This is an optimization exercise on Yosys and OpenROAD, whose aim is small area and a short achievable clock period, not a production implementation.
RTL that was checked went through simulation tests only; none was proved equivalent to the original.
Power figures rest on the tool's default switching activity, not on a simulated workload.

Setup of run 1:
## PE
module PE(
    input wire CLK,
    input wire RESET,
    input wire EN,
    input wire SELECTOR,
    input wire W_EN,
    input wire signed [7:0] active_left,
    output reg signed [7:0] active_right,
    input wire signed [15:0] in_sum,
    output reg signed [15:0] out_sum,
    input wire signed [7:0] in_weight_above,
    output wire signed [7:0] out_weight_below
    );
==> flow/config.mk <==
export PLATFORM = sky130hd
export DESIGN_NAME = PE
export DESIGN_NICKNAME = PE
export VERILOG_FILES = /design/flow/design.v
export SDC_FILE = /design/flow/constraint.sdc
export NUM_CORES = 4
export LEC_CHECK = 0
export CAP_MARGIN = 20
export CORE_MARGIN = 2
export CORE_UTILIZATION = 40
export GPL_TIMING_DRIVEN = 0
export SETUP_SLACK_MARGIN = 0
export SLEW_MARGIN = 20
export SYNTH_HIERARCHICAL = 1
==> flow/constraint.sdc <==
create_clock -name core_clock -period 5.5 [get_ports {CLK}]
set_input_delay 1.1000 -clock core_clock [delete_from_list [all_inputs] [get_ports {CLK}]]
set_output_delay 1.1000 -clock core_clock [all_outputs]
set_load 0.01 [all_outputs]
standard.sh (not shown) runs the stock make flow with config.mk's settings and CLKGATE_MAP_FILE= SYNTH_SCRIPT=/design/flow/synth_recipe.tcl, a recipe that flattens the netlist after the stock synthesis.
==> flow/flow/run.sh <==
#!/bin/bash
# Standard layout, but the port buffers are the smallest buffer cell.
set -euo pipefail
export BUFFER_PORTS_ARGS="-buffer_cell sky130_fd_sc_hd__buf_1"
bash standard.sh finish > flow_standard.log 2>&1
Looking at the reports, run 1 completed the entire flow and the layout it produced met the timing, design-rule and antenna checks.
Changes in run 2 relative to run 1:
Settings: CORE_UTILIZATION: 40 -> 65.
==> comparison <==
When run 2 is measured against run 1, its effective utilization at floorplan turns out 26 points higher. Re global-route total usage across every layer: run 2 is 11 points up on run 1. Where timing-limited maximum frequency is concerned, run 1 is outperformed by run 2. Run 2 vs run 1 on layout overhead on the synthesized area: run 2 is the lower one. Compared with run 1, final standard cell count with taps included and fillers excluded in run 2 decreased by a little under 10%. The overall power after layout number comes out higher for run 1 vs run 2. Internal power component for run 2 is higher than for run 1. Final design instance area without fill (run 2 over run 1): decrease, about 0.9%. Relative to run 1, setup slack has increased by 0.051 ns in run 2. In terms of clock network fraction of design power, run 1 and run 2 differ only marginally. Comparing run 1 and run 2, area of the placeable core is higher on run 1.
Inputs modified between run 2 and run 3:
Settings: swapping 0 for 0.5 in SETUP_SLACK_MARGIN.
==> flow/flow/run.sh <==
#!/bin/bash
# Standard layout with two changes: the port buffers are the smallest buffer
# cell, and clock tree synthesis inserts no dummy loads.
set -euo pipefail
export BUFFER_PORTS_ARGS="-buffer_cell sky130_fd_sc_hd__buf_1"
export CTS_ARGS="-sink_clustering_enable -repair_clock_nets -dont_use_dummy_load"
bash standard.sh finish > flow_standard.log 2>&1
Notes after the runs:
- Taking run 2 as the reference, in run 3 power grew by 2.4%, final worst-path cycle share saw a decrease, met1 routing resource usage after global routing climbed 0.18 points, aggregate routed wire length went up 0.80%, switching share of power moved down.


Another version of the RTL of PE (not shown whole).
Size in the first run: roughly 320 cells after synthesis, roughly 40 flip-flops, roughly 69 I/O pins.
export LEC_CHECK = 0
export CAP_MARGIN = 20
export CORE_MARGIN = 2
export CORE_UTILIZATION = 40
export GPL_TIMING_DRIVEN = 0
export SETUP_SLACK_MARGIN = 0
export SLEW_MARGIN = 20
export SYNTH_HIERARCHICAL = 1
create_clock -name core_clock -period 5.5 [get_ports {CLK}]
==> flow/flow/run.sh <==
#!/bin/bash
# Standard layout, but the port buffers are the smallest buffer cell.
set -euo pipefail
export BUFFER_PORTS_ARGS="-buffer_cell sky130_fd_sc_hd__buf_1"
bash standard.sh finish > flow_standard.log 2>&1
The baseline ran to the end with no violations.
Next try:
==> flow/run.sh (new file) <==
#!/bin/bash
# synth_recipe.tcl (not shown) runs the flow's synth.tcl, then flattens the netlist and writes it again
# the make line also repeats each setting of config.mk as NAME=value (left out here)
make -C /OpenROAD-flow-scripts/flow DESIGN_CONFIG=/design/flow/config.mk WORK_HOME=/design/flow/orfs CLKGATE_MAP_FILE= SYNTH_SCRIPT=/design/flow/synth_recipe.tcl finish
removed: flow/flow/run.sh
removed: flow/standard.sh
Effect: The new run finished clean. Design area went up by 9.4%. Global-route usage is higher by 0.86 points. Die area does not change. Power came out higher by 7.6%. Wire length climbs by 4.5%. Clock power rises by about 3%.
Next try:
==> flow/flow/run.sh (new file) <==
#!/bin/bash
# Standard layout, but the port buffers are the smallest buffer cell.
set -euo pipefail
export BUFFER_PORTS_ARGS="-buffer_cell sky130_fd_sc_hd__buf_1"
bash standard.sh finish > flow_standard.log 2>&1
==> flow/standard.sh (new file) <==
#!/bin/bash
# synth_recipe.tcl (not shown) runs the flow's synth.tcl, then flattens the netlist and writes it again
# the make line also repeats each setting of config.mk as NAME=value (left out here)
make -C /OpenROAD-flow-scripts/flow DESIGN_CONFIG=/design/flow/config.mk WORK_HOME=/design/flow/orfs CLKGATE_MAP_FILE= SYNTH_SCRIPT=/design/flow/synth_recipe.tcl "${@:-finish}"
--- a/flow/config.mk
+++ b/flow/config.mk
@@ -10,5 +10,5 @@
 export CORE_UTILIZATION = 40
 export GPL_TIMING_DRIVEN = 0
-export SETUP_SLACK_MARGIN = 0
+export SETUP_SLACK_MARGIN = 2.0
 export SLEW_MARGIN = 20
 export SYNTH_HIERARCHICAL = 1
removed: flow/run.sh
What happened:
- The new run passed the timing, design-rule and antenna checks
- sequential share of layout area falls by 0.31 points
- synthesized area stays the same
- total power rises by 19%
- setup slack improves by 0.44 ns
- non-clock buffer count rises by 26
- sequential power is about the same
- cell count rises by 5.0%
- core utilization rises by 0.84 points
Next try:
--- a/flow/config.mk
+++ b/flow/config.mk
@@ -10,5 +10,5 @@
 export CORE_UTILIZATION = 40
 export GPL_TIMING_DRIVEN = 0
-export SETUP_SLACK_MARGIN = 2.0
+export SETUP_SLACK_MARGIN = 1.0
 export SLEW_MARGIN = 20
 export SYNTH_HIERARCHICAL = 1
Outcome:
- routed wire length goes down by 4.6%
- worst hold slack got worse by 0.0064 ns
- non-clock buffer count fell by 2
- via count fell by 1.8%
- die area is unchanged
- total power grows by 3.5%
- final cell count shrinks by 0.37%
- critical path depth does not change
- setup slack got worse by 0.086 ns
- cell area came out lower by 0.91%
- first-iteration DRC count goes up by 4.3%
No functional check of the RTL was part of any run of this note.

-- what the ideal ports hide --
In the flow no input, the clock included, has a driving cell. The finished layouts below were timed again as built, in two steps.
Step 1 (the two cells are an assumption about what drives the block):
set clk [get_ports {CLK}]
set_driving_cell -lib_cell sky130_fd_sc_hd__clkbuf_16 $clk
set_driving_cell -lib_cell sky130_fd_sc_hd__buf_2 [delete_from_list [all_inputs] $clk]
Step 2 times the ports against the registers' clock, not the clock port: input delays grow and output delays shrink by t, the midpoint of the rising clock arrivals with the driver on.
Three values: ideal, step 1, step 2; two values: the first two.
| run | t (ns) | setup slack, ns | latest minus earliest clock arrival (ns) | slew at the worst register clock pin (ns) | worst slew at a driven data input, ns |
|---|---|---|---|---|---|
| run 1 | 0.331 | 0.308 / 0.311 / -0.019 | 0.007 / 0.007 | 0.09 / 0.09 | 0.04 |
| run 2 | 0.327 | 0.359 / 0.363 / 0.036 | 0.010 / 0.010 | 0.09 / 0.09 | 0.04 |
| run 3 | 0.316 | 0.659 / 0.623 / 0.307 | 0.019 / 0.020 | 0.08 / 0.08 | 0.06 |
| the first run of note 2 | 0.326 | 0.219 / 0.211 / -0.115 | 0.010 / 0.010 | 0.10 / 0.10 | 0.04 |
| the second run of note 2 | 0.338 | 0.140 / 0.149 / -0.188 | 0.008 / 0.007 | 0.10 / 0.10 | 0.05 |
| the third run of note 2 | 0.338 | 0.584 / 0.448 / 0.110 | 0.005 / 0.005 | 0.10 / 0.10 | 0.17 |
| the fourth run of note 2 | 0.326 | 0.498 / 0.413 / 0.087 | 0.004 / 0.004 | 0.08 / 0.08 | 0.16 |
With both steps, setup timing fails in run 1, the first run of note 2 and the second run of note 2, where it was met with ideal ports. The setup slack of the third run of note 2, which loses most, moves by -0.136 ns with the drivers and by -0.474 ns with both steps.
